This design comes from an exercise in tuning for small area, a short achievable clock period and few clock cycles on the open sky130 flow, not from production work. Only simulation tests tie the RTL to the original design; equivalence was not proved. No activity file was given, so power comes from the tool's default toggle rates.

## build 19
==> flow/design.v (excerpt) <==
module	qoi_encoder (
		input	wire		i_clk, i_reset,
		input	wire		s_valid,
		output	wire		s_ready,
		input	wire	[23:0]	s_data,
		input	wire		s_last, s_user,
		output	reg		o_qvalid,
		input	wire		i_qready,
		output	wire	[63:0]	o_qdata,
		output	reg	[2:0]	o_qbytes,
		output	reg		o_qlast
	);
	reg	r_ready;
	wire	stall = !r_ready;
	assign	s_ready = r_ready;
	reg		ir_v, ir_h, ir_l;
	reg	[23:0]	ir_px;
	reg	[5:0]	ir_hx, ir_hy;
	always @(posedge i_clk)
	if (i_reset)
		ir_v <= 1'b0;
	else if (!stall)
		ir_v <= s_valid;
	always @(posedge i_clk)
	if (!stall)
	begin
		ir_px <= s_data;
		ir_h  <= s_user;
		ir_l  <= s_user && s_last;
		ir_hx <= s_data[21:16] + { s_data[20:16], 1'b0 }
			+ s_data[13:8] + { s_data[11:8], 2'b0 };
		ir_hy <= { s_data[2:0], 3'b0 } - s_data[5:0] + 6'd53;
	end
	reg		hseen, h2, vseen;
	reg	[15:0]	wcnt, hcnt;
	wire		syncd = h2 && vseen;
	always @(posedge i_clk)
	if (i_reset)
	begin
		hseen <= 1'b0;
		h2    <= 1'b0;
		vseen <= 1'b0;
		wcnt  <= 16'h0;
		hcnt  <= 16'h0;
	end else if (!stall && ir_v)
	begin
		if (!hseen)
			wcnt <= wcnt + 1'b1;
		if (ir_h)
		begin
			hseen <= 1'b1;
			if (hseen)
				h2 <= 1'b1;
			if (!vseen)
  ...
Size in the first run: roughly 4400 cells after synthesis, about 1600 flip-flops, roughly 100 I/O pins, ~0.064 sq mm of cells after synthesis.
clock: 5.5 ns
lec_check: 0
abc_clock_period_in_ps: 2500
cap_margin: 20
core_margin: 2
core_utilization: 40
cts_cluster_diameter: 70
cts_cluster_size: 24
setup_slack_margin: 2.6
slew_margin: 20
run.sh (not shown) runs the stock make flow with config.mk's settings and CLKGATE_MAP_FILE= SYNTH_SCRIPT=/design/flow/synth_recipe.tcl, a recipe that flattens the netlist after the stock synthesis.
Testbench counts of build 19, summed over its fixed seeds: cycles 35,502.
What build 93 does differently from build 19 at the input level:
Settings: a change of SETUP_SLACK_MARGIN from 2.6 to 3.0; a deleted CTS_CLUSTER_SIZE that had been 24; a deleted CTS_CLUSTER_DIAMETER that had been 70.
==> comparison <==
Build 93 went all the way through synthesis, placement and routing and the layout is clean on timing, DRC and antenna. Clock power share, build 19 and build 93: larger value in build 93. Cmp build 19 and build 93 / routed metal-1 wire length / higher: build 93. A highest-delay cell along the critical path of sky130_fd_sc_hd__nor4_4 is what build 19 shows, while sky130_fd_sc_hd__edfxtp_1 belongs to build 93. Build 93 vs build 19 on count of clock-net buffers in the final layout: build 93 is the higher one. Delta (build 93 minus build 19): peak clock frequency supported by timing went up about 17%, sequential group share of total power lower, area overhead of the layout relative to synthesis saw an increase.
Modified inputs, build 82 compared to build 93
Settings: CTS_CLUSTER_DIAMETER now 70, previously not set; CTS_CLUSTER_SIZE now 24, previously not set.
Notes after the runs:
- Part of the total power dissipated in sequential elements in build 82 vs build 93: up 5.3 points
- Post-detailed-route via-to-cell ratio delta (build 93 -> build 82): insignificant
- Worst setup slack: build 82 and build 93 compared, higher one is build 82

---

Another version of the RTL of qoi_encoder (not shown whole).
Size: about 1600 flip-flops, ~100 I/O pins.
export LEC_CHECK = 0
export CAP_MARGIN = 20
export CORE_MARGIN = 2
export CORE_UTILIZATION = 40
export SLEW_MARGIN = 20
create_clock -name core_clock -period 5.5 [get_ports {i_clk}]
Testbench counts at the start, summed over its fixed seeds: cycles 35,502.
Change:
- ABC_CLOCK_PERIOD_IN_PS: unset -> 2300
- CORE_UTILIZATION: 40 -> 60
- SETUP_SLACK_MARGIN: unset -> 3.2
After rerunning: Total power came out higher by 2.3%; die area came out lower by 33%; cell count came out lower by 3.8%; count of clock-buffer cells in the layout came out lower by 13; utilization came out higher by 33 points; worst setup slack gains 370 ps; combinational power came out higher by 45%.
Change:
- ABC_CLOCK_PERIOD_IN_PS: 2300 -> 3000
- SETUP_SLACK_MARGIN: 3.2 -> 2.5
Effect:
- The changed run passed the timing, DRC and antenna checks
- fmax rose by 4.2%
- synthesized area stays the same
- global-route usage fell by 3.3 points
- total power fell by 2.9%
- wire length fell by 12%

---

== v33 ==
Another version of the RTL of qoi_encoder (not shown whole).
For scale: ~4500 cells after synthesis, about 1700 flip-flops, roughly 66000 um^2 of cells after synthesis.
## qoi_encoder
module	qoi_encoder (
		input	wire		i_clk, i_reset,
		input	wire		s_valid,
		output	wire		s_ready,
		input	wire	[23:0]	s_data,
		input	wire		s_last, s_user,
		output	reg		o_qvalid,
		input	wire		i_qready,
		output	wire	[63:0]	o_qdata,
		output	reg	[2:0]	o_qbytes,
		output	reg		o_qlast
	);
	reg	r_ready, r_stall;
	wire	stall = r_stall;
	reg	en_a, en_b, en_d;
	assign	s_ready = r_ready;
	reg		ir_v, ir_h, ir_l;
	reg	[23:0]	ir_px;
	reg	[5:0]	ir_hx, ir_hy;
	always @(posedge i_clk)
	if (i_reset)
		ir_v <= 1'b0;
	else if (!stall)
		ir_v <= s_valid;
	always @(posedge i_clk)
	if (!stall)
	begin
		ir_px <= s_data;
		ir_h  <= s_user;
		ir_l  <= s_user && s_last;
		ir_hx <= s_data[21:16] + { s_data[20:16], 1'b0 }
			+ s_data[13:8] + { s_data[11:8], 2'b0 };
		ir_hy <= { s_data[2:0], 3'b0 } - s_data[5:0] + 6'd53;
	end
	reg		hseen, h2, vseen;
	reg	[15:0]	wcnt, hcnt;
	wire		syncd = h2 && vseen;
	always @(posedge i_clk)
	if (i_reset)
	begin
		hseen <= 1'b0;
		h2    <= 1'b0;
		vseen <= 1'b0;
		wcnt  <= 16'h0;
		hcnt  <= 16'h0;
	end else if (!stall && ir_v)
	begin
		if (!hseen)
			wcnt <= wcnt + 1'b1;
		if (ir_h)
		begin
			hseen <= 1'b1;
			if (hseen)
				h2 <= 1'b1;
			if (!vseen)
				hcnt <= hcnt + 1'b1;
			if (ir_l)
				vseen <= 1'b1;
		end
	end
	reg		a_v, a_l, a_ep;
	reg	[23:0]	a_px;
	reg	[7:0]	a_dr, a_dg, a_db;
	reg	[63:0]	a_sel;		 
	reg	[5:0]	a_idx;		 
	reg		a_same;		 
	wire	[23:0]	prevpx = (a_v && !a_l) ? a_px : 24'h0;
	wire		eq = (ir_px == prevpx);
	wire		in_a = ir_v && syncd;
	wire		mv_a = a_v && (in_a || a_l);
	wire	[5:0]	ir_idx = ir_hx + ir_hy;
	always @(posedge i_clk)
	if (i_reset)
		a_v <= 1'b0;
	else if (!stall)
	begin
		if (in_a)
			a_v <= 1'b1;
		else if (a_l)
			a_v <= 1'b0;
	end
	always @(posedge i_clk)
	if (en_a)
	begin
		a_px  <= ir_px;
		a_l   <= ir_l;
		a_ep  <= eq;
		a_dr  <= ir_px[23:16] - prevpx[23:16];
		a_dg  <= ir_px[15: 8] - prevpx[15: 8];
		a_db  <= ir_px[ 7: 0] - prevpx[ 7: 0];
		a_sel <= 64'h1 << ir_idx;
		a_idx <= ir_idx;
		a_same <= (ir_idx == a_idx);
	end
	reg	[17:0]	tbl	[0:63];
	reg	[63:0]	tbl_v;
  ...
Settings: LEC_CHECK=0, ABC_CLOCK_PERIOD_IN_PS=2500, CAP_MARGIN=10, CORE_MARGIN=2, CORE_UTILIZATION=40, CTS_CLUSTER_DIAMETER=70, CTS_CLUSTER_SIZE=24, SETUP_SLACK_MARGIN=3.0, SLEW_MARGIN=10; clock period 5.5 ns.
v33 went all the way through synthesis, placement and routing and the layout is clean on timing, DRC and antenna.
Testbench counts of v33, summed over its fixed seeds: cycles 35,502.
Relative to v33, the following input files were edited for v52:
- putting ABC_AREA at 1 where nothing was set
- swapping 10 for 20 in SLEW_MARGIN
- swapping 10 for 20 in CAP_MARGIN
Re simple-gate share of the synthesized area: v52 is 4.0 points up on v33. Of the two candidates, v33 has the better overall die area and v52 the worse one. Measured against each other, v52 and v33 differ in synthesized instance count, the lower figure coming from v33. Main combinational cell family by area after synthesis: simple AND/OR/NAND/NOR gates -> v52, compound AO/OA/AOI/OAI gates -> v33.
Input-level comparison between v25 and v52:
- removing ABC_AREA (formerly 1)
## What came out
Relative to v52, the number of antenna repair diodes of v25 is higher by 2. v25 ended with less fmax than v52. v25 vs. v52: die outline height dropped 1.1%, routed wire length climbed 9.9%, power share of the combinational group climbed 0.4 points, total design power climbed 0.57%, standard cell core area dropped about 2.4%.
For v3, these inputs were changed with respect to v25:
- CTS_CLUSTER_DIAMETER changed from 70 to 80
- CTS_CLUSTER_SIZE changed from 24 to 30
Notes after the runs:
Any difference in total wire length after detailed routing between v25 and v3 is small enough to ignore. | number of vias in the routed layout | v3 vs v25 | 0.32% higher |. v3 vs. v25: final worst-path setup slack went down 0.031 ns, fraction of the core area covered by cells at the end of the flow stayed essentially flat, net load switching power +1.5%, portion of total power attributed to combinational logic rose by 0.7 points. Sort v25 and v3 by part of the power in registers desc -> top: v3. Comparing v3 with v25, the global-route wire length before repair came out essentially unchanged. v25 ended up with a_dg[1] as its worst setup path startpoint; v3 ended up with a_dg[0]. Comparing v25 and v3, non-clock buffer count is lower on v25.

-- re-timing with driven ports --
How much do the figures lean on ideal ports? The routed layouts below were timed once more, with nothing changed but the port constraints.
Step 1, drivers: a clkbuf_16 drives i_clk and a buf_2 each remaining input, both assumed.
Step 2, shift: input delay + t, output delay - t, t = (earliest + latest rising clock arrival at the registers) / 2. This alone moves slack from input paths to output paths.
a / b / c = no drivers / after step 1 / after step 2; a / b = the first two.
| run | t, ns | slack for setup (ns) | worst hold slack (ns) |
|---|---|---|---|
| build 19 | 0.832 | 2.102 / 2.102 / 1.930 | 0.449 / 0.449 / 0.449 |
| build 93 | 0.907 | 2.601 / 2.601 / 2.176 | 0.431 / 0.424 / 0.431 |
| build 82 | 0.839 | 2.645 / 2.645 / 2.229 | 0.439 / 0.439 / 0.439 |
| the first run of note 2 | 0.876 | 1.512 / 1.512 / 1.512 | 0.418 / 0.418 / 0.418 |
| the second run of note 2 | 0.850 | 1.880 / 1.880 / 1.880 | 0.416 / 0.416 / 0.416 |
| the third run of note 2 | 0.855 | 2.024 / 2.024 / 1.788 | 0.444 / 0.444 / 0.444 |
| v33 | 0.831 | 2.896 / 2.896 / 2.229 | 0.450 / 0.450 / 0.450 |
| v52 | 0.822 | 2.942 / 2.906 / 2.143 | 0.427 / 0.427 / 0.427 |
| v25 | 0.835 | 2.919 / 2.919 / 2.232 | 0.443 / 0.443 / 0.443 |
| v3 | 0.825 | 2.887 / 2.887 / 2.216 | 0.447 / 0.447 / 0.447 |
After both steps every run listed still meets setup and hold. The setup slack of v52, which loses most, moves by -0.036 ns with the drivers and by -0.799 ns with both steps.
